What follows belongs to an exercise in optimizing a design on an open flow for small area and a short achievable clock period; a production flow would make more cautious choices. Function was checked by simulation only, so behaviour that the tests miss may differ from the original. No driver is modelled on the clock port, so clock power and skew are understated where the tree is cut down; a real chip needs a root buffer or a tree. Power and IR drop assume default switching activity.

// alu_top
module alu_top(clk, a, b, op, out, carry_out, over_flow, zero);
input clk;
input [31:0] a, b;
input [2:0] op;
output reg [31:0] out;
output reg carry_out, over_flow, zero;
reg [31:0] a_r, b_r;
reg [2:0] op_r;
wire [31:0] alu_out;
wire alu_carry_out, alu_over_flow, alu_zero;
ALU alu_core(a_r, b_r, op_r, alu_out, alu_carry_out, alu_over_flow, alu_zero);
always @(posedge clk) begin
	a_r <= a;
	b_r <= b;
	op_r <= op;
	out <= alu_out;
	carry_out <= alu_carry_out;
	over_flow <= alu_over_flow;
	zero <= alu_zero;
end
endmodule
clock: 14.5 ns
lec_check: 0
cap_margin: 0
core_margin: 2
core_utilization: 40
slew_margin: 0
synth_hierarchical: 1
standard.sh (not shown) runs the stock make flow with config.mk's settings and CLKGATE_MAP_FILE= SYNTH_SCRIPT=/design/flow/synth_recipe.tcl, a recipe that flattens the netlist after the stock synthesis.
==> flow/flow/run.sh <==
#!/bin/bash
# The standard layout (standard.sh) with these changes to how it is made:
#  - the port buffers are sky130 buf_1 rather than the resizer's default pick;
#  - before floorplanning every combinational cell is set to drive strength 1
#    (flow/downsize.tcl), so only the resizer's timing repair sizes cells up;
#  - the timing repair aims at a setup slack margin of SETUP_MARGIN ns;
#  - the clock port drives MCTS_K buffers that each drive the flip-flops of
#    one region (flow/cts_hook.tcl), instead of TritonCTS's two-level tree.
# Each tool's output goes to ORFS's own per-step logs under orfs/logs; make's
# output goes to standard.log.
export BUFFER_PORTS_ARGS="-buffer_cell sky130_fd_sc_hd__buf_1"
export SETUP_SLACK_MARGIN=${SETUP_MARGIN:-10.8}
export PRE_FLOORPLAN_TCL=$PWD/flow/downsize.tcl
export MCTS_K=${MCTS_K:-4}
export MCTS_CELL=${MCTS_CELL:-sky130_fd_sc_hd__buf_12}
export PRE_CTS_TCL=$PWD/flow/cts_hook.tcl
bash standard.sh > standard.log 2>&1
Other scripts of this flow, unchanged in this note and not shown: flow/flow/cts_hook.tcl, flow/flow/downsize.tcl
The starting point went through all stages and came out clean.
==> next run, changes <==
--- a/flow/flow/run.sh
+++ b/flow/flow/run.sh
@@ -15,3 +15,4 @@
 export MCTS_CELL=${MCTS_CELL:-sky130_fd_sc_hd__buf_12}
 export PRE_CTS_TCL=$PWD/flow/cts_hook.tcl
+export REMOVE_ABC_BUFFERS=1
 bash standard.sh > standard.log 2>&1
Settings changed: CAP_MARGIN 0 to 20, SLEW_MARGIN 0 to 20.
Power barely changes. Cell area stays flat. Maximum frequency barely changes. Sequential power stays flat. Die area stays the same. Setup slack improved by 0.0033 ns. Utilization drops by 0.10 points. Global-route usage climbs by 0.19 points. Routed wire length climbs by 1.4%. Via count climbs by 1.6%.
No run of this note takes its clock network from TritonCTS; it comes from the design's own scripts or RTL.


Another version of the RTL of alu_top (not shown whole).
Size in the first run: roughly 440 cells after synthesis.
==> flow/config.mk <==
export PLATFORM = sky130hd
export DESIGN_NAME = alu_top
export DESIGN_NICKNAME = alu_top
export VERILOG_FILES = /design/flow/design.v
export SDC_FILE = /design/flow/constraint.sdc
export NUM_CORES = 4
export LEC_CHECK = 0
export CAP_MARGIN = 20
export CORE_MARGIN = 2
export CORE_UTILIZATION = 40
export SLEW_MARGIN = 20
export SYNTH_HIERARCHICAL = 1
==> flow/constraint.sdc <==
create_clock -name core_clock -period 14.5 [get_ports {clk}]
set_input_delay 2.9000 -clock core_clock [delete_from_list [all_inputs] [get_ports {clk}]]
set_output_delay 2.9000 -clock core_clock [all_outputs]
set_load 0.01 [all_outputs]
==> flow/flow/run.sh <==
#!/bin/bash
# The standard layout (standard.sh) with three changes to how it is made:
#  - the port buffers are sky130 buf_1 rather than the resizer's default pick;
#  - before floorplanning every combinational cell is set to drive strength 1
#    (flow/downsize.tcl), so only the resizer's timing repair sizes cells up;
#  - the timing repair aims at a setup slack margin of SETUP_MARGIN ns;
#  - the clock port drives MCTS_K buffers that each drive the flip-flops of
#    one region (flow/cts_hook.tcl), instead of TritonCTS's two-level tree.
# Each tool's output goes to ORFS's own per-step logs under orfs/logs; make's
# output goes to standard.log.
export BUFFER_PORTS_ARGS="-buffer_cell sky130_fd_sc_hd__buf_1"
export SETUP_SLACK_MARGIN=${SETUP_MARGIN:-10.8}
export PRE_FLOORPLAN_TCL=$PWD/flow/downsize.tcl
export MCTS_K=${MCTS_K:-4}
export MCTS_CELL=${MCTS_CELL:-sky130_fd_sc_hd__buf_12}
export PRE_CTS_TCL=$PWD/flow/cts_hook.tcl
bash standard.sh > standard.log 2>&1
Other scripts of this flow, unchanged in this note and not shown: flow/flow/cts_hook.tcl, flow/flow/downsize.tcl
The baseline completed with no timing, DRC or antenna violations.
==> next run, changes <==
--- a/flow/flow/run.sh
+++ b/flow/flow/run.sh
@@ -10,5 +10,5 @@
 # output goes to standard.log.
 export BUFFER_PORTS_ARGS="-buffer_cell sky130_fd_sc_hd__buf_1"
-export SETUP_SLACK_MARGIN=${SETUP_MARGIN:-10.8}
+export SETUP_SLACK_MARGIN=${SETUP_MARGIN:-10.65}
 export PRE_FLOORPLAN_TCL=$PWD/flow/downsize.tcl
 export MCTS_K=${MCTS_K:-4}
What happened: First-iteration DRC count climbs by about 50%. Via count drops by about 1.2%. Clock skew is about the same. Worst setup slack gets worse by 0.014 ns. Routed wire length barely changes. Power is about the same. Cell count climbs by 0.58%. Fmax drops by about 0.4%. Critical path depth climbs by 14. Register-to-register slack gets worse by 0.07 ns. Cell area stays flat.
No run of this note takes its clock network from TritonCTS; it comes from the design's own scripts or RTL.

[re-timing with driven ports]
The results above use ideal ports. As a check the final layouts listed here were re-extracted and re-timed, cells and wires unchanged.
Step 1: set_driving_cell puts a clkbuf_16 on clk and a buf_2 on each other input, an assumption about the parent block.
Step 2 also shifts input and output timing later by t, the mid clock arrival at the registers, as if the neighbouring blocks saw the same clock.
Slacks: no drivers / after step 1 / after step 2; pairs: no drivers / after step 1.
run | shift t [ns] | slack for setup (ns) | worst register clock-pin slew, ns | cell pins on the clock port's net
the first run of note 1 | 0.212 | 10.945 / 10.865 / 11.058 | 0.10 / 0.10 | 4
the second run of note 1 | 0.208 | 10.948 / 10.873 / 10.983 | 0.10 / 0.10 | 4
the first run of note 2 | 0.207 | 10.936 / 10.858 / 10.987 | 0.10 / 0.10 | 4
the second run of note 2 | 0.210 | 10.922 / 10.849 / 10.922 | 0.10 / 0.10 | 4
After both steps setup and hold are still met in every run listed.
